Context: an optimization exercise on an open-source flow, tuned for small area. The choices shown serve that exercise and are no tape-out recipe. No functional check of the RTL was part of any run shown here. No activity file was given, so power comes from the tool's default toggle rates.

### flow/design.v
module sequencer(
    input  logic CLK100MHZ,
    input  logic rst,
    input  logic BTNU, BTND, BTNL, BTNR, BTNC, CPU_RESETN,
    input  logic SW15,SW14,SW13,SW12,SW11,SW10,SW9,SW8,SW7,SW6,SW5,SW4,SW3,SW2,SW1,SW0,
    output logic [15:0] LED,
    output logic LED16_R,
    output logic LED17_R, LED17_G, LED17_B,
    output logic [7:0] AN,
    output logic DP,CG,CF,CE,CD,CC,CB,CA,
    output logic AUD_PWM,
    output logic AUD_SD
);
localparam logic PLAY = 1'b0, STOP = 1'b1;
localparam logic [1:0] STEP = 2'd0, SETTING_NAME = 2'd1, SETTING_VALUE = 2'd2;
localparam logic [2:0] SIGNAL = 3'd5, NOTE = 3'd6;
localparam logic[7:0] A_SSEG = 8'h77, B_SSEG = 8'h7C, C_SSEG = 8'h39, D_SSEG = 8'h5E,
                      E_SSEG = 8'h79, F_SSEG = 8'h71, G_SSEG = 8'h3D, H_SSEG = 8'h76,
                      I_SSEG = 8'h30, K_SSEG = 8'h75, N_SSEG = 8'h37, L_SSEG = 8'h38,
                      O_SSEG = 8'h3F, P_SSEG = 8'h73, Q_SSEG = 8'h6F, R_SSEG = 8'h33,
                      S_SSEG = 8'h6D, T_SSEG = 8'h78, U_SSEG = 8'h3E, V_SSEG = 8'h3E,
                      Y_SSEG = 8'h6E, DP_SSEG = 8'h80;
localparam logic[7:0] ZERO_SSEG = 8'h3F, ONE_SSEG = 8'h06, TWO_SSEG = 8'h5B, THREE_SSEG = 8'h4F,
                      FOUR_SSEG = 8'h66, FIVE_SSEG = 8'h6D, SIX_SSEG = 8'h7D, SEVEN_SSEG = 8'h07,
                      EIGHT_SSEG = 8'h7F, NINE_SSEG = 8'h6F;
logic meta, reset;
always_ff @(posedge CLK100MHZ) begin
  meta  <= rst;
  reset <= rst | meta;
end
logic [7:0] refresh;
wire [7:0] refreshInc;
ha_chain #(8) u_refresh(.a(refresh), .ci(1'b1), .s(refreshInc), .co());
always_ff @(posedge CLK100MHZ)
  if (rst) refresh <= 8'd0;
  else     refresh <= refreshInc;
wire tick0 = (refresh[3:0] == 4'd0);    
wire tick9 = (refresh[3:0] == 4'd9);    
wire [5:0] btn_in = {CPU_RESETN, BTNC, BTNR, BTNL, BTND, BTNU};
logic [5:0] db;
logic [1:0] wcnt [0:5];
logic [5:0] dn;
logic [5:0] pulse;
genvar gb;
generate
  for (gb = 0; gb < 6; gb = gb + 1) begin : g_btn
    wire d  = (btn_in[gb] ^ db[gb]) & ~rst;
    wire c1 = wcnt[gb][1];
    wire c0 = wcnt[gb][0];
    always_ff @(posedge CLK100MHZ) begin
      wcnt[gb][1] <= d & (c1 ^ (tick0 & c0));
      wcnt[gb][0] <= d & (~(c1 | c0) | (c0 ^ tick0));
      db[gb]      <= ~rst & (db[gb] ^ (d & tick0 & c1 & c0));
    end
    always_ff @(posedge CLK100MHZ)
      if (tick0) dn[gb] <= ~db[gb];
    assign pulse[gb] = db[gb] & dn[gb] & tick9;
  end
endgenerate
wire UP = pulse[0], DOWN = pulse[1], LEFT = pulse[2], RIGHT = pulse[3];
wire CENTER = pulse[4], RESET = pulse[5];
logic playState, playStateNext;
always_ff @(posedge CLK100MHZ) begin
  if (rst) begin
    playState     <= STOP;
    playStateNext <= STOP;
    LED16_R       <= 1'b1;
  end
  else begin
    playState <= RESET ? STOP : playStateNext;
    if (CENTER) playStateNext <= ~playState;
    LED16_R <= playState;
  end
end
wire playing = (playState == PLAY);
localparam logic [11:0] TEMPO_LAST = 12'd105;     
localparam logic [11:0] TEMPO_2    = 12'd2;       
localparam logic [12:0] BLINK_LAST = 13'd5664;    
logic [11:0] tempoCnt;
logic [12:0] blinkCnt;
wire tempoTick  = (tempoCnt == TEMPO_LAST);
wire tempoTick3 = (tempoCnt == TEMPO_2);    
wire blinkTick  = (blinkCnt == BLINK_LAST);
always_ff @(posedge CLK100MHZ) begin
  if (reset || tempoTick) tempoCnt <= 12'd0;
  else tempoCnt <= {tempoCnt[10:0], ~(tempoCnt[11] ^ tempoCnt[5] ^ tempoCnt[3] ^ tempoCnt[0])};
  if (reset || blinkTick) blinkCnt <= 13'd0;
  else blinkCnt <= {blinkCnt[11:0], ~(blinkCnt[12] ^ blinkCnt[2])};
end
logic [3:0] audioStepState;
wire [3:0] audioStepInc;
ha_chain #(4) u_astep(.a(audioStepState), .ci(tempoTick & playing), .s(audioStepInc), .co());
always_ff @(posedge CLK100MHZ)
  if (rst) audioStepState <= 4'd0;
  else     audioStepState <= audioStepInc;
logic [3:0] menuStepState;
logic [2:0] menuHorizontalState;
logic [1:0] menuVerticalState;
logic [15:0] sigArr;      
wire inValue = (menuVerticalState == SETTING_VALUE);
logic [4:0] curNote;      
wire noteWr = inValue && (menuHorizontalState == NOTE) && (LEFT ^ RIGHT);
wire [4:0] noteT = curNote ^ {5{~RIGHT}};
wire [4:0] noteU;
ha_chain #(5) u_note(.a(noteT), .ci(1'b1), .s(noteU), .co());
wire [4:0] noteNew = noteU ^ {5{~RIGHT}};
wire inStep = (menuVerticalState == STEP);
wire stepDec = inStep & LEFT;
wire [3:0] stepT = menuStepState ^ {4{stepDec}};
wire [3:0] stepU;
ha_chain #(4) u_step(.a(stepT), .ci(inStep & (LEFT | RIGHT)), .s(stepU), .co());
wire [3:0] stepNext = stepU ^ {4{stepDec}};
wire sigTgl = inValue && (menuHorizontalState == SIGNAL) && (UP ^ DOWN);
always_ff @(posedge CLK100MHZ) begin
  if (rst) begin
    menuStepState       <= 4'd0;
    menuHorizontalState <= NOTE;
    menuVerticalState   <= STEP;
  end
  else begin
    menuStepState <= stepNext;
    case (menuVerticalState)
      STEP: begin
        if (DOWN) menuVerticalState <= SETTING_NAME;
      end
      SETTING_NAME: begin
        if (DOWN)    menuVerticalState <= SETTING_VALUE;
        else if (UP) menuVerticalState <= STEP;
        if (RIGHT)     menuHorizontalState <= (menuHorizontalState == 3'd6) ? 3'd0 : menuHorizontalState + 3'd1;
        else if (LEFT) menuHorizontalState <= (menuHorizontalState == 3'd0) ? 3'd6 : menuHorizontalState - 3'd1;
      end
      default: begin
        if (UP) menuVerticalState <= SETTING_NAME;
      end
    endcase
  end
end
genvar gs;
generate
  for (gs = 0; gs < 16; gs = gs + 1) begin : g_step
    always_ff @(posedge CLK100MHZ)
      if (rst) sigArr[gs] <= gs[0];
      else if (sigTgl && (4'd15 - menuStepState) == gs) sigArr[gs] <= ~sigArr[gs];
  end
endgenerate
logic [4:0] ring [0:15];
logic curNoteValid;
logic ringClr;
logic [4:0] audNote;
wire [3:0] ringStep = refresh[3:0];
wire hitM = (ringStep == menuStepState);
wire hitA = (ringStep == audioStepState);
wire [4:0] ringOut = ringClr ? 5'd3 : ring[0];
wire ownM = hitM & curNoteValid;
wire [4:0] ringIn = ownM ? (noteWr ? noteNew : curNote) : ringOut;
wire stepMove = inStep & (LEFT | RIGHT);
always_ff @(posedge CLK100MHZ) begin
  for (int k = 0; k < 15; k = k + 1) ring[k] <= ring[k+1];
  ring[15] <= ringIn;
end
always_ff @(posedge CLK100MHZ) begin
  if (rst) begin
    ringClr      <= 1'b1;
    curNote      <= 5'd3;
    curNoteValid <= 1'b1;
    audNote      <= 5'd3;
  end
  else begin
    if (ringStep == 4'd15) ringClr <= 1'b0;
    if (noteWr) curNote <= noteNew;
    else if (hitM & ~curNoteValid) curNote <= ringOut;
    if (stepMove) curNoteValid <= 1'b0;
    else if (hitM) curNoteValid <= 1'b1;
    if (hitA) audNote <= ringIn;
    else if (noteWr && menuStepState == audioStepState) audNote <= noteNew;
  end
end
logic [3:0] dispHi;
logic [4:0] dispLo;
always_ff @(posedge CLK100MHZ) begin
  if (rst) begin
    dispHi <= 4'd0;
    dispLo <= 5'd0;
  end
  else begin
    case (menuVerticalState)
      STEP: begin
        dispHi <= 4'd15;
        dispLo <= {1'b1, menuStepState};
      end
      SETTING_NAME: begin
        dispHi <= {1'b1, menuHorizontalState};
        dispLo <= 5'd0;
      end
      default: begin
        if (menuHorizontalState == NOTE) begin
          if (curNote < 5'd12) dispLo <= curNote + 5'd1;
        end
        else if (menuHorizontalState == SIGNAL)
          dispLo <= sigArr[menuStepState] ? 5'd14 : 5'd13;
      end
    endcase
  end
end
function automatic logic [7:0] hiSeg(input logic [3:0] c, input logic [1:0] p);
  hiSeg = 8'h00;
  if ({c, p} == 6'd32) hiSeg = 8'h80;
  else if ({c, p} == 6'd33) hiSeg = 8'h38;
  else if ({c, p} == 6'd34) hiSeg = 8'h3F;
  else if ({c, p} == 6'd35) hiSeg = 8'h3E;
  else if ({c, p} == 6'd36) hiSeg = 8'h75;
  else if ({c, p} == 6'd37) hiSeg = 8'h78;
  else if ({c, p} == 6'd38) hiSeg = 8'h78;
  else if ({c, p} == 6'd39) hiSeg = 8'h77;
  else if ({c, p} == 6'd40) hiSeg = 8'h6E;
  else if ({c, p} == 6'd41) hiSeg = 8'h39;
  else if ({c, p} == 6'd42) hiSeg = 8'h79;
  else if ({c, p} == 6'd43) hiSeg = 8'h5E;
  else if ({c, p} == 6'd44) hiSeg = 8'h80;
  else if ({c, p} == 6'd45) hiSeg = 8'h6D;
  else if ({c, p} == 6'd46) hiSeg = 8'h3E;
  else if ({c, p} == 6'd47) hiSeg = 8'h6D;
  else if ({c, p} == 6'd48) hiSeg = 8'h80;
  else if ({c, p} == 6'd49) hiSeg = 8'h38;
  else if ({c, p} == 6'd50) hiSeg = 8'h79;
  else if ({c, p} == 6'd51) hiSeg = 8'h33;
  else if ({c, p} == 6'd52) hiSeg = 8'h80;
  else if ({c, p} == 6'd53) hiSeg = 8'h3D;
  else if ({c, p} == 6'd54) hiSeg = 8'h30;
  else if ({c, p} == 6'd55) hiSeg = 8'h6D;
  else if ({c, p} == 6'd56) hiSeg = 8'h79;
  else if ({c, p} == 6'd57) hiSeg = 8'h78;
  else if ({c, p} == 6'd58) hiSeg = 8'h3F;
  else if ({c, p} == 6'd59) hiSeg = 8'h37;
  else if ({c, p} == 6'd60) hiSeg = 8'h73;
  else if ({c, p} == 6'd61) hiSeg = 8'h79;
  else if ({c, p} == 6'd62) hiSeg = 8'h78;
  else if ({c, p} == 6'd63) hiSeg = 8'h6D;
endfunction
function automatic logic [7:0] loSeg(input logic [4:0] c, input logic [1:0] p);
  loSeg = 8'h00;
  if ({c, p} == 7'd7) loSeg = 8'h77;
  else if ({c, p} == 7'd8) loSeg = 8'h73;
  else if ({c, p} == 7'd9) loSeg = 8'h76;
  else if ({c, p} == 7'd10) loSeg = 8'h6D;
  else if ({c, p} == 7'd11) loSeg = 8'h77;
  else if ({c, p} == 7'd15) loSeg = 8'h7C;
  else if ({c, p} == 7'd19) loSeg = 8'h39;
  else if ({c, p} == 7'd20) loSeg = 8'h73;
  else if ({c, p} == 7'd21) loSeg = 8'h76;
  else if ({c, p} == 7'd22) loSeg = 8'h6D;
  else if ({c, p} == 7'd23) loSeg = 8'h39;
  else if ({c, p} == 7'd27) loSeg = 8'h5E;
  else if ({c, p} == 7'd28) loSeg = 8'h73;
  else if ({c, p} == 7'd29) loSeg = 8'h76;
  else if ({c, p} == 7'd30) loSeg = 8'h6D;
  else if ({c, p} == 7'd31) loSeg = 8'h5E;
  else if ({c, p} == 7'd35) loSeg = 8'h79;
  else if ({c, p} == 7'd39) loSeg = 8'h71;
  else if ({c, p} == 7'd40) loSeg = 8'h73;
  else if ({c, p} == 7'd41) loSeg = 8'h76;
  else if ({c, p} == 7'd42) loSeg = 8'h6D;
  else if ({c, p} == 7'd43) loSeg = 8'h71;
  else if ({c, p} == 7'd47) loSeg = 8'h3D;
  else if ({c, p} == 7'd48) loSeg = 8'h73;
  else if ({c, p} == 7'd49) loSeg = 8'h76;
  else if ({c, p} == 7'd50) loSeg = 8'h6D;
  else if ({c, p} == 7'd51) loSeg = 8'h3D;
  else if ({c, p} == 7'd53) loSeg = 8'h37;
  else if ({c, p} == 7'd54) loSeg = 8'h30;
  else if ({c, p} == 7'd55) loSeg = 8'h6D;
  else if ({c, p} == 7'd57) loSeg = 8'h33;
  else if ({c, p} == 7'd58) loSeg = 8'h6F;
  else if ({c, p} == 7'd59) loSeg = 8'h6D;
  else if ({c, p} == 7'd64) loSeg = 8'h06;
  else if ({c, p} == 7'd65) loSeg = 8'h80;
  else if ({c, p} == 7'd66) loSeg = 8'h80;
  else if ({c, p} == 7'd67) loSeg = 8'h80;
  else if ({c, p} == 7'd68) loSeg = 8'h5B;
  else if ({c, p} == 7'd69) loSeg = 8'h80;
  else if ({c, p} == 7'd70) loSeg = 8'h80;
  else if ({c, p} == 7'd71) loSeg = 8'h80;
  else if ({c, p} == 7'd72) loSeg = 8'h4F;
  else if ({c, p} == 7'd73) loSeg = 8'h80;
  else if ({c, p} == 7'd74) loSeg = 8'h80;
  else if ({c, p} == 7'd75) loSeg = 8'h80;
  else if ({c, p} == 7'd76) loSeg = 8'h66;
  else if ({c, p} == 7'd77) loSeg = 8'h80;
  else if ({c, p} == 7'd78) loSeg = 8'h80;
  else if ({c, p} == 7'd79) loSeg = 8'h80;
  else if ({c, p} == 7'd80) loSeg = 8'h6D;
  else if ({c, p} == 7'd81) loSeg = 8'h80;
  else if ({c, p} == 7'd82) loSeg = 8'h80;
  else if ({c, p} == 7'd83) loSeg = 8'h80;
  else if ({c, p} == 7'd84) loSeg = 8'h7D;
  else if ({c, p} == 7'd85) loSeg = 8'h80;
  else if ({c, p} == 7'd86) loSeg = 8'h80;
  else if ({c, p} == 7'd87) loSeg = 8'h80;
  else if ({c, p} == 7'd88) loSeg = 8'h07;
  else if ({c, p} == 7'd89) loSeg = 8'h80;
  else if ({c, p} == 7'd90) loSeg = 8'h80;
  else if ({c, p} == 7'd91) loSeg = 8'h80;
  else if ({c, p} == 7'd92) loSeg = 8'h7F;
  else if ({c, p} == 7'd93) loSeg = 8'h80;
  else if ({c, p} == 7'd94) loSeg = 8'h80;
  else if ({c, p} == 7'd95) loSeg = 8'h80;
  else if ({c, p} == 7'd96) loSeg = 8'h6F;
  else if ({c, p} == 7'd97) loSeg = 8'h80;
  else if ({c, p} == 7'd98) loSeg = 8'h80;
  else if ({c, p} == 7'd99) loSeg = 8'h80;
  else if ({c, p} == 7'd100) loSeg = 8'h3F;
  else if ({c, p} == 7'd101) loSeg = 8'h06;
  else if ({c, p} == 7'd102) loSeg = 8'h80;
  else if ({c, p} == 7'd103) loSeg = 8'h80;
  else if ({c, p} == 7'd104) loSeg = 8'h06;
  else if ({c, p} == 7'd105) loSeg = 8'h06;
  else if ({c, p} == 7'd106) loSeg = 8'h80;
  else if ({c, p} == 7'd107) loSeg = 8'h80;
  else if ({c, p} == 7'd108) loSeg = 8'h5B;
  else if ({c, p} == 7'd109) loSeg = 8'h06;
  else if ({c, p} == 7'd110) loSeg = 8'h80;
  else if ({c, p} == 7'd111) loSeg = 8'h80;
  else if ({c, p} == 7'd112) loSeg = 8'h4F;
  else if ({c, p} == 7'd113) loSeg = 8'h06;
  else if ({c, p} == 7'd114) loSeg = 8'h80;
  else if ({c, p} == 7'd115) loSeg = 8'h80;
  else if ({c, p} == 7'd116) loSeg = 8'h66;
  else if ({c, p} == 7'd117) loSeg = 8'h06;
  else if ({c, p} == 7'd118) loSeg = 8'h80;
  else if ({c, p} == 7'd119) loSeg = 8'h80;
  else if ({c, p} == 7'd120) loSeg = 8'h6D;
  else if ({c, p} == 7'd121) loSeg = 8'h06;
  else if ({c, p} == 7'd122) loSeg = 8'h80;
  else if ({c, p} == 7'd123) loSeg = 8'h80;
  else if ({c, p} == 7'd124) loSeg = 8'h7D;
  else if ({c, p} == 7'd125) loSeg = 8'h06;
  else if ({c, p} == 7'd126) loSeg = 8'h80;
  else if ({c, p} == 7'd127) loSeg = 8'h80;
endfunction
logic [2:0] sel;
logic [7:0] seg;
assign sel = refresh[7:5];
assign seg = sel[2] ? hiSeg(dispHi, sel[1:0]) : loSeg(dispLo, sel[1:0]);
assign AN = ~(8'd1 << sel);
assign {DP,CG,CF,CE,CD,CC,CB,CA} = ~seg;
always_ff @(posedge CLK100MHZ)
  LED <= {SW15,SW14,SW13,SW12,SW11,SW10,SW9,SW8,SW7,SW6,SW5,SW4,SW3,SW2,SW1,SW0};
always_ff @(posedge CLK100MHZ) begin
  if (rst) begin
    LED17_R <= 1'b0;
    LED17_G <= 1'b0;
    LED17_B <= 1'b0;
  end
  else if (blinkTick) begin
    if (playing) begin
      LED17_R <= ~LED17_G;
      LED17_G <= ~LED17_B;
      LED17_B <= LED17_G;
    end
    else begin
      LED17_R <= 1'b0;
      LED17_G <= 1'b0;
      LED17_B <= 1'b0;
    end
  end
end
function automatic logic [18:0] fccwOf(input logic [3:0] c);
  fccwOf = 19'd0;
  if (c == 4'd0) fccwOf = 19'd4724;
  else if (c == 4'd1) fccwOf = 19'd5005;
  else if (c == 4'd2) fccwOf = 19'd5303;
  else if (c == 4'd3) fccwOf = 19'd5618;
  else if (c == 4'd4) fccwOf = 19'd5952;
  else if (c == 4'd5) fccwOf = 19'd6306;
  else if (c == 4'd6) fccwOf = 19'd6681;
  else if (c == 4'd7) fccwOf = 19'd7079;
  else if (c == 4'd8) fccwOf = 19'd7500;
  else if (c == 4'd9) fccwOf = 19'd7946;
  else if (c == 4'd10) fccwOf = 19'd8418;
  else if (c == 4'd11) fccwOf = 19'd8919;
  else if (c == 4'd15) fccwOf = 19'd514724;
endfunction
logic [3:0] fcode;       
logic [3:0] fcodeLag;    
always_ff @(posedge CLK100MHZ) begin
  if (rst) begin
    fcode    <= 4'd14;
    fcodeLag <= 4'd14;
  end
  else begin
    if (tempoTick)
      fcode <= LED[4'd15 - audioStepState] ? ((audNote < 5'd12) ? audNote[3:0] : 4'd12) : 4'd15;
    if (tempoTick3)
      fcodeLag <= fcode;
  end
end
wire soundOn = ~(fcode[3] & fcode[2] & fcode[1]);
logic [18:0] phaseLo;
logic [10:0] phaseHi;
logic phaseCy;
wire [18:0] phaseLoSum;
wire [10:0] phaseHiSum;
wire phaseLoCo;
fa_chain #(19) u_phlo(.a(phaseLo), .b(fccwOf(fcodeLag)), .ci(1'b0), .s(phaseLoSum), .co(phaseLoCo));
ha_chain #(11) u_phhi(.a(phaseHi), .ci(phaseCy), .s(phaseHiSum), .co());
always_ff @(posedge CLK100MHZ) begin
  phaseCy <= phaseLoCo;
  if (reset) begin
    phaseLo <= 19'd0;
    phaseHi <= 11'd0;
  end
  else begin
    phaseLo <= phaseLoSum;
    phaseHi <= phaseHiSum;
  end
end
logic [2:0] sigDly, enDly;
always_ff @(posedge CLK100MHZ) begin
  sigDly <= {sigDly[1:0], sigArr[audioStepState]};
  enDly  <= {enDly[1] , enDly[0] & ~reset, soundOn & playing};
end
function automatic logic [14:0] qsin(input logic [6:0] j);
  case (j)
    7'd0: qsin = 15'd0;
    7'd1: qsin = 15'd706;
    7'd2: qsin = 15'd1413;
    7'd3: qsin = 15'd2119;
    7'd4: qsin = 15'd2823;
    7'd5: qsin = 15'd3525;
    7'd6: qsin = 15'd4225;
    7'd7: qsin = 15'd4923;
    7'd8: qsin = 15'd5618;
    7'd9: qsin = 15'd6310;
    7'd10: qsin = 15'd6997;
    7'd11: qsin = 15'd7681;
    7'd12: qsin = 15'd8360;
    7'd13: qsin = 15'd9034;
    7'd14: qsin = 15'd9702;
    7'd15: qsin = 15'd10364;
    7'd16: qsin = 15'd11021;
    7'd17: qsin = 15'd11670;
    7'd18: qsin = 15'd12313;
    7'd19: qsin = 15'd12948;
    7'd20: qsin = 15'd13576;
    7'd21: qsin = 15'd14195;
    7'd22: qsin = 15'd14806;
    7'd23: qsin = 15'd15408;
    7'd24: qsin = 15'd16000;
    7'd25: qsin = 15'd16583;
    7'd26: qsin = 15'd17156;
    7'd27: qsin = 15'd17718;
    7'd28: qsin = 15'd18270;
    7'd29: qsin = 15'd18811;
    7'd30: qsin = 15'd19341;
    7'd31: qsin = 15'd19858;
    7'd32: qsin = 15'd20364;
    7'd33: qsin = 15'd20858;
    7'd34: qsin = 15'd21338;
    7'd35: qsin = 15'd21807;
    7'd36: qsin = 15'd22262;
    7'd37: qsin = 15'd22704;
    7'd38: qsin = 15'd23132;
    7'd39: qsin = 15'd23546;
    7'd40: qsin = 15'd23946;
    7'd41: qsin = 15'd24331;
    7'd42: qsin = 15'd24702;
    7'd43: qsin = 15'd25058;
    7'd44: qsin = 15'd25399;
    7'd45: qsin = 15'd25724;
    7'd46: qsin = 15'd26034;
    7'd47: qsin = 15'd26329;
    7'd48: qsin = 15'd26608;
    7'd49: qsin = 15'd26869;
    7'd50: qsin = 15'd27116;
    7'd51: qsin = 15'd27346;
    7'd52: qsin = 15'd27559;
    7'd53: qsin = 15'd27756;
    7'd54: qsin = 15'd27936;
    7'd55: qsin = 15'd28100;
    7'd56: qsin = 15'd28246;
    7'd57: qsin = 15'd28376;
    7'd58: qsin = 15'd28487;
    7'd59: qsin = 15'd28583;
    7'd60: qsin = 15'd28661;
    7'd61: qsin = 15'd28721;
    7'd62: qsin = 15'd28765;
    7'd63: qsin = 15'd28791;
    7'd64: qsin = 15'd28799;
    default: qsin = 15'd0;
  endcase
endfunction
wire [7:0] addr = phaseHi[10:3];
wire [6:0] qidx = addr[6] ? (7'd64 - {1'b0, addr[5:0]}) : {1'b0, addr[5:0]};
wire [14:0] mag = sigDly[2] ? 15'd4394 : qsin(qidx);
wire zeroPt = ~sigDly[2] & (addr == 8'd128);
wire en = enDly[2] & ~zeroPt;
wire [15:0] dacIn = {~(en & addr[7]), en ? (mag ^ {15{addr[7]}}) : 15'd0};
logic [16:0] acc;
wire [15:0] accSum;
wire accCo;
fa_chain #(16) u_acc(.a(acc[15:0]), .b(dacIn), .ci(1'b0), .s(accSum), .co(accCo));
always_ff @(posedge CLK100MHZ)
  if (reset) acc <= 17'd0;
  else       acc <= {accCo, accSum};
assign AUD_PWM = acc[16];
assign AUD_SD  = 1'b1;
endmodule
module ha_chain #(parameter W = 8) (
  input  logic [W-1:0] a,
  input  logic ci,
  output logic [W-1:0] s,
  output logic co
);
  logic [W:0] c;
  assign c[0] = ci;
  genvar i;
  generate
    for (i = 0; i < W; i = i + 1) begin : g
      assign s[i]   = a[i] ^ c[i];
      assign c[i+1] = a[i] & c[i];
    end
  endgenerate
  assign co = c[W];
endmodule
module fa_chain #(parameter W = 8) (
  input  logic [W-1:0] a,
  input  logic [W-1:0] b,
  input  logic ci,
  output logic [W-1:0] s,
  output logic co
);
  logic [W:0] c;
  assign c[0] = ci;
  genvar i;
  generate
    for (i = 0; i < W; i = i + 1) begin : g
      assign s[i]   = a[i] ^ b[i] ^ c[i];
      assign c[i+1] = (a[i] & b[i]) | (c[i] & (a[i] ^ b[i]));
    end
  endgenerate
  assign co = c[W];
endmodule
### flow/run.sh
#!/bin/bash
# synth_recipe.tcl (not shown) runs the flow's synth.tcl, then flattens the netlist and writes it again
# the make line also repeats each setting of config.mk as NAME=value (left out here)
make -C /OpenROAD-flow-scripts/flow DESIGN_CONFIG=/design/flow/config.mk WORK_HOME=/design/flow/orfs CLKGATE_MAP_FILE= SYNTH_SCRIPT=/design/flow/synth_recipe.tcl finish
### flow/config.mk
export PLATFORM = sky130hd
export DESIGN_NAME = sequencer
export DESIGN_NICKNAME = sequencer
export VERILOG_FILES = /design/flow/design.v
export SDC_FILE = /design/flow/constraint.sdc
export NUM_CORES = 4
export LEC_CHECK = 0
export ABC_AREA = 1
export CAP_MARGIN = 20
export CORE_AREA = 10 10 190 190
export CTS_BUF_LIST = sky130_fd_sc_hd__clkbuf_4
export DIE_AREA = 0 0 200 200
export SLEW_MARGIN = 20
### flow/constraint.sdc
create_clock -name core_clock -period 10.0 [get_ports {CLK100MHZ}]
set_input_delay 2.0000 -clock core_clock [delete_from_list [all_inputs] [get_ports {CLK100MHZ}]]
set_output_delay 2.0000 -clock core_clock [all_outputs]
set_load 0.01 [all_outputs]
==> flow_metrics.py, run 1 <==
metrics = {
    "placed_design": {
        "portBuffers": 60,
        "gp_routability_congestion": 0.925,
        "post-dp-hpwl_um": 24900,
    },
    "clock_network": {
        "path_clk_slew_ns": 0.07,
        "cts_resized": 0,
        "cts_tree": "built",
        "cts_root_buf": "clkbuf_4",
        "cts_max_level": 3,
        "insertion_delay_ns": 0.66,
        "cts_num_sinks": 273,
        "cts_buffers": 73,
        "cts_max_path_buffers": 3,
        "cts_setup_buffers": 0,
        "cts_hold_buffers": 0,
    },
    "sta": {
        "tightest_slew_ns": 0.778,
        "period_needed_ns": 9.05,
        "fin_crit_sh_pct": 90.5,
        "finalSetupViolations": 0,
        "clock.fmax_mhz": 111,
        "skew_ns": 0.0389,
        "maxSlewViolCount": 0,
        "rsz0062_at_grt": "no",
        "tns_ns": 0,
        "hold_violations": 0,
        "fin_hold_ws_ns": 0.295,
        "max-slew-margin-rel_pct": 48.0,
    },
    "grt": {
        "grt.overflow.total": 0,
        "grt_max_degree": 52,
        "grt_pass1_vias": 12000,
        "antenna_found_initial": 1,
        "grt_pass1_wl_um": 57600,
        "grt_usage_pct": 17.3,
    },
    "yosys": {
        "yosysUniqueCellTypes": 59,
        "synth_edf_count": 6,
        "ys_seq_area_share_pct": 40.3,
        "synthesis.nets": 1924,
        "synth_area_mm2": 0.0137,
        "synthCells": 1812,
        "synthFlopType": "dfxtp_1",
        "ys_warn_count": 3,
        "ys_ff_latch": 273,
        "avgSynthCellArea_um2": 7.56,
        "postSynth.asyncResetShare_pct": 0,
    },
    "floorplanning": {
        "dieArea_mm2": 0.0400,
        "die_height_um": 200,
        "die_w_um": 200,
        "coreArea_mm2": 0.0318,
        "start_util_pct": 43.1,
        "ioPinCount": 62,
        "std_cell_rows": 65,
    },
    "hold_path": {
        "holdPathStages": 0,
        "min_path_type": "register to register",
    },
    "layout": {
        "fin_util_pct": 49.0,
        "area_growth_pct": 13.6,
        "layout.nets": 2012,
        "multi_input_area_mm2": 0.00677,
        "register_area_mm2": 0.00553,
        "drive_above_1_share_pct": 7.85,
        "fillers": 3163,
    },
    "route": {
        "dr.pass1.iters": 5,
        "wire_per_inst_um": 14.2,
        "drtAntennaViolNets": 0,
        "vias_per_cell": 5.06,
        "drtIter0Drc": 970,
        "routed_wl_um": 33900,
        "vias": 12100,
        "drc_errors": 0,
    },
    "critical_path": {
        "end_kind": "register",
        "critical_path.slowest_cell": "dfxtp_1",
        "criticalPathCategory": "register to register",
        "cp-start-kind": "register",
        "crit_required_ns": 10.50,
        "max_stage_delay_ns": 0.56,
        "arrival_ns": 9.54,
        "path_max_fanout": 9,
        "r2r_cells": 34,
        "critPathMostFrequentCell": "fa_1",
    },
    "job": {
        "drv_cap": 0,
    },
    "power": {
        "peakVddDrop_mv": 0.104,
        "p_per_area_mw_per_mm2": 142,
        "leakagePower_nw": 6.69,
    },
    "outcome": {
        "status": "timing/DRC/antenna clean",
    },
}
==> per-layer routing <==
metal  track usage (%)  vias to the layer above  share of wire, %
met5                 0                        -                 0
met4              7.43                        0               2.9
met3              4.29                       79               7.1
met2              27.7                      391                45
met1              21.8                     5490                45
li1                  -                     6112                 -
==> synthesized netlist by cell type (16+ instances only) <==
master / n / share of area, %
inv_1: 290 / 7.9
dfxtp_1: 267 / 39
nor2_1: 263 / 7.2
nand2_1: 236 / 6.5
o21ai_0: 121 / 4.4
nand3_1: 111 / 4.1
a21oi_1: 80 / 2.9
ha_1: 55 / 5.0
nor3_1: 54 / 2.0
fa_1: 33 / 4.8
clkbuf_1: 31 / 0.85
o211ai_1: 28 / 1.5
nand4_1: 27 / 1.2
o21ai_1: 20 / 0.73
xor2_1: 19 / 1.2
xnor2_1: 16 / 1.0
==> cell usage in the layout, fill, tap and decap left out, drive strengths merged, types with 3 or more instances in the layout <==
cell type	synthesis	routed
o21a	3	3
o221ai	12	12
dfxtp	267	267
fa	33	33
xnor2	16	16
o2111ai	3	3
a21oi	81	81
nand4	27	27
clkdlybuf4s50	0	59
nand2	239	239
o211ai	28	28
nor4	12	12
xor2	21	21
o31ai	9	9
o311ai	3	3
o21ai	143	143
a21boi	3	3
a31oi	12	12
edfxtp	6	6
mux2i	6	6
or2	9	9
a221oi	6	6
clkbuf	31	102
inv	296	298
nand3	113	113
ha	55	55
buf	27	12
clkinv	5	21
nor3	55	55
nor2	268	268
a211oi	9	9
==> where the power goes <==
group | leakage (nW) | internal, mW | switching [mW]
logic | 3.93 | 0.0386 | 0.0602
registers | 2.21 | 1.13 | 0.0165
clock network | 0.543 | 0.523 | 0.439
==> final timing paths <==
path / startpoint / endpoint / slack [ns]
setup / recovery: phaseHi[3]$_SDFF_PP0_ / acc[15]$_SDFF_PP0_ / 0.95
hold / removal: ring[10][1]$_DFF_P_ / ring[9][1]$_DFF_P_ / 0.29
setup reg to reg: phaseHi[3]$_SDFF_PP0_ / acc[15]$_SDFF_PP0_ / 0.95
hold reg to reg: ring[10][1]$_DFF_P_ / ring[9][1]$_DFF_P_ / 0.29
==> per-stage QoR <==
step | area [um^2] | setup slack, ns | cells | power, mW
2_1_floorplan | 13700 | 1.49 | 1812 | 1.23
4_1_cts | 15600 | 0.900 | 2383 | 2.26
3_5_place_dp | 14600 | 0.935 | 2260 | 1.27
6_report | 15600 | 0.954 | 2384 | 2.21
5_1_grt | 15600 | 0.402 | 2384 | 2.33
3_3_place_gp | 14600 | 1.03 | 2260 | 1.27
==> cell type report <==
| type | instances | share of cell area, % |
|---|---|---|
| sequential | 273 | 35.5 |
| antenna | 1 | 0.0161 |
| clock inverter | 21 | 0.964 |
| tap | 435 | 3.50 |
| clock buffer | 102 | 4.92 |
| multi-input combinational | 1180 | 43.5 |
| timing repair buffer | 71 | 4.36 |
| inverter | 301 | 7.27 |
==> cells by family (layout without fill, tap and decap cells) <==
logic type	after synthesis	count (layout)	share of synthesized area, %
buffers and inverters	359	495	10.3
AOI/OAI and AO/OA	322	322	13.9
muxes	6	6	0.438
DFF	273	273	40.3
xor gates and xnor gates	37	37	2.48
and+or+nand+nor	726	726	22.7
adders and majority gates	88	88	9.85
other	1	2	0.0274
==> sequential cells by signal (all words and copies together) (netlist names), 6 cells and up <==
register,flops
ring,80
acc,17
phaseLo,19
dn,6
sigArr,16
phaseHi,11
wcnt,12
db,6
tempoCnt,12
refresh,8
blinkCnt,13
LED,16
==> critical path: cells and delay by family (launching register included) <==
kind                     cells  cell delay (ns)
AO/OA/AOI/OAI                4             0.63
flip-flops                   1             0.56
buffers and inverters        6             0.74
AND/OR/NAND/NOR              6             0.64
adder cells (fa/ha/maj)     18             6.30
==> run 2, diff against run 1 <==
--- a/flow/config.mk
+++ b/flow/config.mk
@@ -9,5 +9,7 @@
 export CAP_MARGIN = 20
 export CORE_AREA = 10 10 190 190
-export CTS_BUF_LIST = sky130_fd_sc_hd__clkbuf_4
+export CTS_BUF_LIST = sky130_fd_sc_hd__clkbuf_8
+export CTS_CLUSTER_DIAMETER = 60
+export CTS_CLUSTER_SIZE = 15
 export DIE_AREA = 0 0 200 200
 export SLEW_MARGIN = 20
==> flow_metrics.py, run 2 <==
metrics = {
    "layout": {
        "top_regs": "ring x80, phaseLo x19, acc x17",
        "largest_reg_flops": 80,
        "layout.nets": 1966,
        "final_common_cell": "inv_1",
        "drive_above_1_share_pct": 4.39,
        "area_growth_pct": 11.2,
        "largest_register": "ring",
        "final_cell_mix": "inv_1, dfxtp_1, nor2_1, nand2_1, o21ai_0",
        "antenna_cells": 0,
    },
    "placed_design": {
        "portBuffers": 60,
        "gp_routability_congestion": 0.925,
        "post-dp-hpwl_um": 24900,
    },
    "sta": {
        "tns_ns": 0,
        "clock.fmax_mhz": 111,
        "tightest_slew_ns": 0.796,
        "fin_crit_sh_pct": 90.1,
        "skew_ns": 0.0446,
        "max-slew-margin-rel_pct": 46.7,
        "finalSetupViolations": 0,
        "hold_violations": 0,
        "maxSlewViolCount": 0,
        "period_needed_ns": 9.01,
        "rsz0062_at_grt": "no",
        "fin_hold_ws_ns": 0.303,
    },
    "floorplanning": {
        "die_w_um": 200,
        "dieArea_mm2": 0.0400,
        "std_cell_rows": 65,
        "start_util_pct": 43.1,
        "coreArea_mm2": 0.0318,
        "die_height_um": 200,
        "ioPinCount": 62,
    },
    "grt": {
        "grt_usage_pct": 17.0,
        "grt_max_degree": 52,
        "grt.overflow.total": 0,
        "grt_pass1_wl_um": 56500,
        "grt_pass1_vias": 11400,
        "antenna_found_initial": 0,
    },
    "clock_network": {
        "cts_max_level": 1,
        "cts_num_sinks": 273,
        "cts_root_buf": "clkbuf_8",
        "cts_tree": "built",
        "cts_resized": 0,
        "cts_buffers": 27,
        "cts_setup_buffers": 0,
        "cts_hold_buffers": 0,
        "cts_max_path_buffers": 3,
        "path_clk_slew_ns": 0.09,
        "insertion_delay_ns": 0.61,
    },
    "yosys": {
        "yosys-top-cells-area": "dfxtp_1, inv_1, nor2_1, nand2_1, ha_1",
        "synth_top_area_share_pct": 39.0,
        "synth.most_common_cell": "inv_1",
        "yosysTopAreaCell": "dfxtp_1",
        "ys_ff_latch": 273,
        "synth_area_mm2": 0.0137,
        "synthCells": 1812,
        "ys_seq_area_share_pct": 40.3,
        "postSynth.asyncResetShare_pct": 0,
        "synthFlopType": "dfxtp_1",
        "avgSynthCellArea_um2": 7.56,
        "synth_common_cells": "inv_1, dfxtp_1, nor2_1",
        "synth_edf_count": 6,
        "yosysUniqueCellTypes": 59,
        "synthesis.nets": 1924,
        "ys_warn_count": 3,
    },
    "critical_path": {
        "path_max_fanout": 9,
        "cp-start-kind": "register",
        "end_kind": "register",
        "critPathMostFrequentCell": "fa_1",
        "arrival_ns": 9.47,
        "criticalPathCategory": "register to register",
        "critical_path.slowest_cell": "dfxtp_1",
        "crit_required_ns": 10.46,
        "max_stage_delay_ns": 0.57,
    },
    "power": {
        "leakagePower_nw": 6.44,
        "p_per_area_mw_per_mm2": 131,
        "peakVddDrop_mv": 0.118,
    },
    "route": {
        "drc_errors": 0,
        "routed_wl_um": 33400,
        "dr.pass1.iters": 6,
        "wire_per_inst_um": 14.5,
        "drtIter0Drc": 1086,
        "drtAntennaViolNets": 0,
        "vias_per_cell": 5.11,
        "vias": 11800,
    },
    "hold_path": {
        "min_path_type": "register to register",
    },
    "job": {
        "drv_cap": 0,
    },
    "outcome": {
        "status": "timing/DRC/antenna clean",
    },
}
[run 2: cell count changes in the layout (fill, tap and decap cells not counted), moves of 2 or more]
cell | before | now
inv_1 | 290 | 292
inv_8 | 0 | 2
clkbuf_4 | 102 | 0
clkinv_1 | 16 | 5
clkinvlp_4 | 1 | 3
clkinv_8 | 0 | 3
clkbuf_8 | 0 | 27
clkinv_2 | 4 | 2
[run 2: cell families (layout without fill, tap and decap cells)]
| kind of cell | count (synthesis) | after routing | share of synthesized area (%) |
|---|---|---|---|
| AND/OR/NAND/NOR | 726 | 726 | 22.7 |
| AO/OA/AOI/OAI | 322 | 322 | 13.9 |
| XOR/XNOR | 37 | 37 | 2.48 |
| multiplexers | 6 | 6 | 0.438 |
| adder cells (fa/ha/maj) | 88 | 88 | 9.85 |
| flip-flops | 273 | 273 | 40.3 |
| buffers and inverters | 359 | 415 | 10.3 |
| other | 1 | 1 | 0.0274 |
[run 2: critical path, delay by kind of cell (launching register included)]
kind	cells	cell delay, ns
and+or+nand+nor	6	0.65
AOI/OAI and AO/OA	4	0.62
DFF	1	0.57
buffers and inverters	6	0.74
adders and majority gates	18	6.30
[run 2: final timing paths]
path                             end  slack, ns                  start  depth (start not counted)
setup / recovery  acc[15]$_SDFF_PP0_       0.99  phaseHi[3]$_SDFF_PP0_                         34
hold / removal    ring[5][3]$_DFF_P_       0.30     ring[6][3]$_DFF_P_                          0
setup reg to reg  acc[15]$_SDFF_PP0_       0.99  phaseHi[3]$_SDFF_PP0_                         34
hold reg to reg   ring[5][3]$_DFF_P_       0.30     ring[6][3]$_DFF_P_                          0
[run 2: metrics by stage]
step / instances / setup WS (ns) / cell area [um^2] / power [mW] / util, %
after floorplan: 1812 / 1.49 / 13700 / 1.23 / -
after global placement: 2260 / 1.03 / 14600 / 1.27 / 46.1
after detailed placement: 2260 / 0.935 / 14600 / 1.27 / 46.1
after CTS: 2303 / 0.948 / 15200 / 2.03 / 47.9
after global routing: 2303 / 0.433 / 15200 / 2.08 / 47.9
final: 2303 / 0.988 / 15200 / 1.99 / 47.9
[run 2: layout make-up]
cell class / count / area [um^2]
Tap cell: 435 / 544
Sequential cell: 273 / 5530
Multi-Input combinational cell: 1180 / 6770
Inverter: 301 / 1130
Clock buffer: 27 / 372
Fill cell: 3151 / 16600
Clock inverter: 16 / 210
Timing Repair Buffer: 71 / 678
[run 2: power by group]
group	switching, mW	leakage, nW	internal [mW]
Combinational	0.0604	3.93	0.0386
Sequential	0.0161	2.21	1.13
Clock	0.403	0.293	0.344
[run 2: routing by layer]
metal	share of wire (%)	routed length, um	vias to the layer above	global-route usage, %
met5	0	0	-	0
met4	3.1	1050	0	5.66
met3	5.8	1950	75	3.25
met2	45	15000	339	27.5
met1	46	15400	5386	22.3
li1	-	-	5967	-
==> run 3, diff against run 2 <==
--- a/flow/config.mk
+++ b/flow/config.mk
@@ -9,7 +9,7 @@
 export CAP_MARGIN = 20
 export CORE_AREA = 10 10 190 190
-export CTS_BUF_LIST = sky130_fd_sc_hd__clkbuf_8
-export CTS_CLUSTER_DIAMETER = 60
-export CTS_CLUSTER_SIZE = 15
+export CTS_BUF_LIST = sky130_fd_sc_hd__clkbuf_4 sky130_fd_sc_hd__clkbuf_8
+export CTS_CLUSTER_DIAMETER = 50
+export CTS_CLUSTER_SIZE = 10
 export DIE_AREA = 0 0 200 200
 export SLEW_MARGIN = 20
==> flow_metrics.py, run 3 <==
metrics = {
    "yosys": {
        "synthesis.nets": 1924,
        "synth_edf_count": 6,
        "synth_fa_ha_area_share_pct": 9.85,
        "synth_top_area_share_pct": 39.0,
        "ys_seq_area_share_pct": 40.3,
        "synth.most_common_cell": "inv_1",
        "synth_top_family_by_area": "simple AND/OR/NAND/NOR gates",
        "synthCells": 1812,
        "synth-simple-area-share_pct": 22.7,
        "avgSynthCellArea_um2": 7.56,
        "synthFlopType": "dfxtp_1",
        "synth_area_mm2": 0.0137,
        "ys_ff_latch": 273,
        "yosysUniqueCellTypes": 59,
        "ys_warn_count": 3,
        "synth_compound_area_share_pct": 13.9,
        "muxShareOfSynthArea_pct": 0.438,
        "synth_common_cells": "inv_1, dfxtp_1, nor2_1",
        "postSynth.asyncResetShare_pct": 0,
        "synth_xor_area_share_pct": 2.48,
        "yosys-top-cells-area": "dfxtp_1, inv_1, nor2_1, nand2_1, ha_1",
        "yosysTopAreaCell": "dfxtp_1",
    },
    "sta": {
        "period_needed_ns": 9.01,
        "skew_ns": 0.0298,
        "finalSetupViolations": 0,
        "hold_violations": 0,
        "maxSlewViolCount": 0,
        "clock.fmax_mhz": 111,
        "fin_crit_sh_pct": 90.1,
        "tns_ns": 0,
        "tightest_slew_ns": 0.796,
        "rsz0062_at_grt": "no",
        "max-slew-margin-rel_pct": 46.7,
        "fin_hold_ws_ns": 0.308,
    },
    "clock_network": {
        "cts_resized": 0,
        "cts_hold_buffers": 0,
        "cts_max_path_buffers": 3,
        "cts_setup_buffers": 0,
        "cts_buffers": 37,
        "cts_num_sinks": 273,
        "insertion_delay_ns": 0.55,
        "path_clk_slew_ns": 0.07,
        "cts_root_buf": "clkbuf_8",
        "cts_tree": "built",
        "cts_max_level": 2,
    },
    "layout": {
        "stdcell_area_mm2": 0.0154,
        "final_common_cell": "inv_1",
        "fin_util_pct": 48.3,
        "largest_reg_flops": 80,
        "layout.nets": 1976,
        "top_regs": "ring x80, phaseLo x19, acc x17",
        "final_cell_mix": "inv_1, dfxtp_1, nor2_1, nand2_1, o21ai_0",
        "antenna_cells": 0,
        "multi_input_area_mm2": 0.00677,
        "largest_register": "ring",
        "fillers": 3133,
        "area_growth_pct": 12.2,
        "drive_above_1_share_pct": 5.21,
        "register_area_mm2": 0.00553,
    },
    "floorplanning": {
        "std_cell_rows": 65,
        "ioPinCount": 62,
        "coreArea_mm2": 0.0318,
        "dieArea_mm2": 0.0400,
        "die_w_um": 200,
        "die_height_um": 200,
        "start_util_pct": 43.1,
    },
    "power": {
        "leakagePower_nw": 6.52,
        "p_per_area_mw_per_mm2": 136,
        "peakVddDrop_mv": 0.104,
    },
    "grt": {
        "met3_usage_pct": 3.65,
        "grt_pass1_vias": 11500,
        "grt_pass1_wl_um": 56800,
        "grt.overflow.total": 0,
        "grt_usage_pct": 17.1,
        "grt_use_met1_pct": 22.2,
        "antenna_found_initial": 0,
        "gr-usage-met2_pct": 27.7,
        "grt_max_degree": 52,
        "grt_most_used_layer": "met2",
    },
    "critical_path": {
        "path_max_fanout": 9,
        "end_kind": "register",
        "cp_num_buf_inv": 6,
        "arrival_ns": 9.41,
        "cp-start-kind": "register",
        "criticalPathCategory": "register to register",
        "max_stage_delay_ns": 0.56,
        "critical_path.slowest_cell": "dfxtp_1",
        "critPathMostFrequentCell": "fa_1",
        "cp_top_family": "adder cells",
        "crit_required_ns": 10.40,
    },
    "placed_design": {
        "portBuffers": 60,
        "gp_routability_congestion": 0.925,
        "place_area_mm2": 0.0146,
        "post-dp-hpwl_um": 24900,
    },
    "hold_path": {
        "min_path_type": "register to register",
    },
    "job": {
        "drv_cap": 0,
    },
    "route": {
        "drtIter0Drc": 1041,
        "dr.pass1.iters": 5,
        "routed_wl_um": 33500,
        "drc_errors": 0,
        "vias_per_cell": 5.09,
        "wire_per_inst_um": 14.5,
        "drtAntennaViolNets": 0,
        "vias": 11800,
    },
    "outcome": {
        "status": "timing/DRC/antenna clean",
    },
}
## run 3: cell count changes in the layout (fill, tap and decap cells not counted)
cell	previous run	this run
inv_1	292	290
inv_8	2	1
clkbuf_4	0	7
inv_6	1	2
clkinv_4	0	1
clkinv_8	3	0
clkinvlp_4	3	2
clkbuf_8	27	40
bufinv_16	3	2
## run 3: cell families (layout without fill, tap and decap cells)
kind of cell,after synthesis,in the layout
AOI/OAI and AO/OA,322,322
buffers and inverters,359,429
adders and majority gates,88,88
xor gates and xnor gates,37,37
other,1,1
muxes,6,6
DFF,273,273
and+or+nand+nor,726,726
## run 3: layout make-up
cell class              count  share of cell area, %
inverters                 301                   7.36
well taps                 435                   3.54
clock inverters            10                  0.798
multi-input cells        1180                   44.0
flip-flops and latches    273                   35.9
repair buffers             71                   4.41
clock buffers              47                   3.92
## run 3: per-layer routing
layer | routed length (um) | part of all wire (%)
met4 | 958 | 2.9
met1 | 15600 | 47
met3 | 2020 | 6.0
met2 | 14900 | 45
met5 | 0 | 0
## run 3: metrics by stage
| step | power (mW) | std cells | setup WS [ns] |
|---|---|---|---|
| 3_5_place_dp | 1.27 | 2260 | 0.935 |
| 4_1_cts | 2.14 | 2317 | 0.929 |
| 3_3_place_gp | 1.27 | 2260 | 1.03 |
| 5_1_grt | 2.20 | 2317 | 0.409 |
| 6_report | 2.10 | 2317 | 0.985 |
| 2_1_floorplan | 1.23 | 1812 | 1.49 |
## run 3: worst paths after layout
path / from / to / slack [ns] / cells past startpoint
hold reg to reg: ring[6][3]$_DFF_P_ / ring[5][3]$_DFF_P_ / 0.31 / 0
setup reg to reg: phaseHi[3]$_SDFF_PP0_ / acc[15]$_SDFF_PP0_ / 0.99 / 34
setup / recovery: phaseHi[3]$_SDFF_PP0_ / acc[15]$_SDFF_PP0_ / 0.99 / 34
hold / removal: ring[6][3]$_DFF_P_ / ring[5][3]$_DFF_P_ / 0.31 / 0
## run 3: power breakdown
part	internal (mW)	total (mW)	switching (mW)
combinational	0.0386	0.0990	0.0605
clock	0.450	0.855	0.405
sequential	1.13	1.14	0.0161
total	1.62	2.10	0.482

==> re-timing with driven ports <==
How much do the figures lean on ideal ports? The routed layouts below were timed once more, with nothing changed but the port constraints.
Step 1 (the two cells are an assumption about what drives the block):
set clk [get_ports {CLK100MHZ}]
set_driving_cell -lib_cell sky130_fd_sc_hd__clkbuf_16 $clk
set_driving_cell -lib_cell sky130_fd_sc_hd__buf_2 [delete_from_list [all_inputs] $clk]
Step 2 also shifts input and output timing later by t, the mid clock arrival at the registers, as if the neighbouring blocks saw the same clock.
Three values: no drivers, after step 1, after step 2; two values: the first two.
run	shift t [ns]	setup WS [ns]	worst setup path at the end	clock arrival spread, ns	pins driven straight from the clock port
run 1	0.686	0.954 / 0.954 / 0.954	register to register	0.042 / 0.042	1
run 2	0.633	0.988 / 0.988 / 0.988	register to register	0.053 / 0.053	1
run 3	0.579	0.985 / 0.985 / 0.985	register to register	0.034 / 0.034	1
After both steps setup and hold are still met in every run listed.
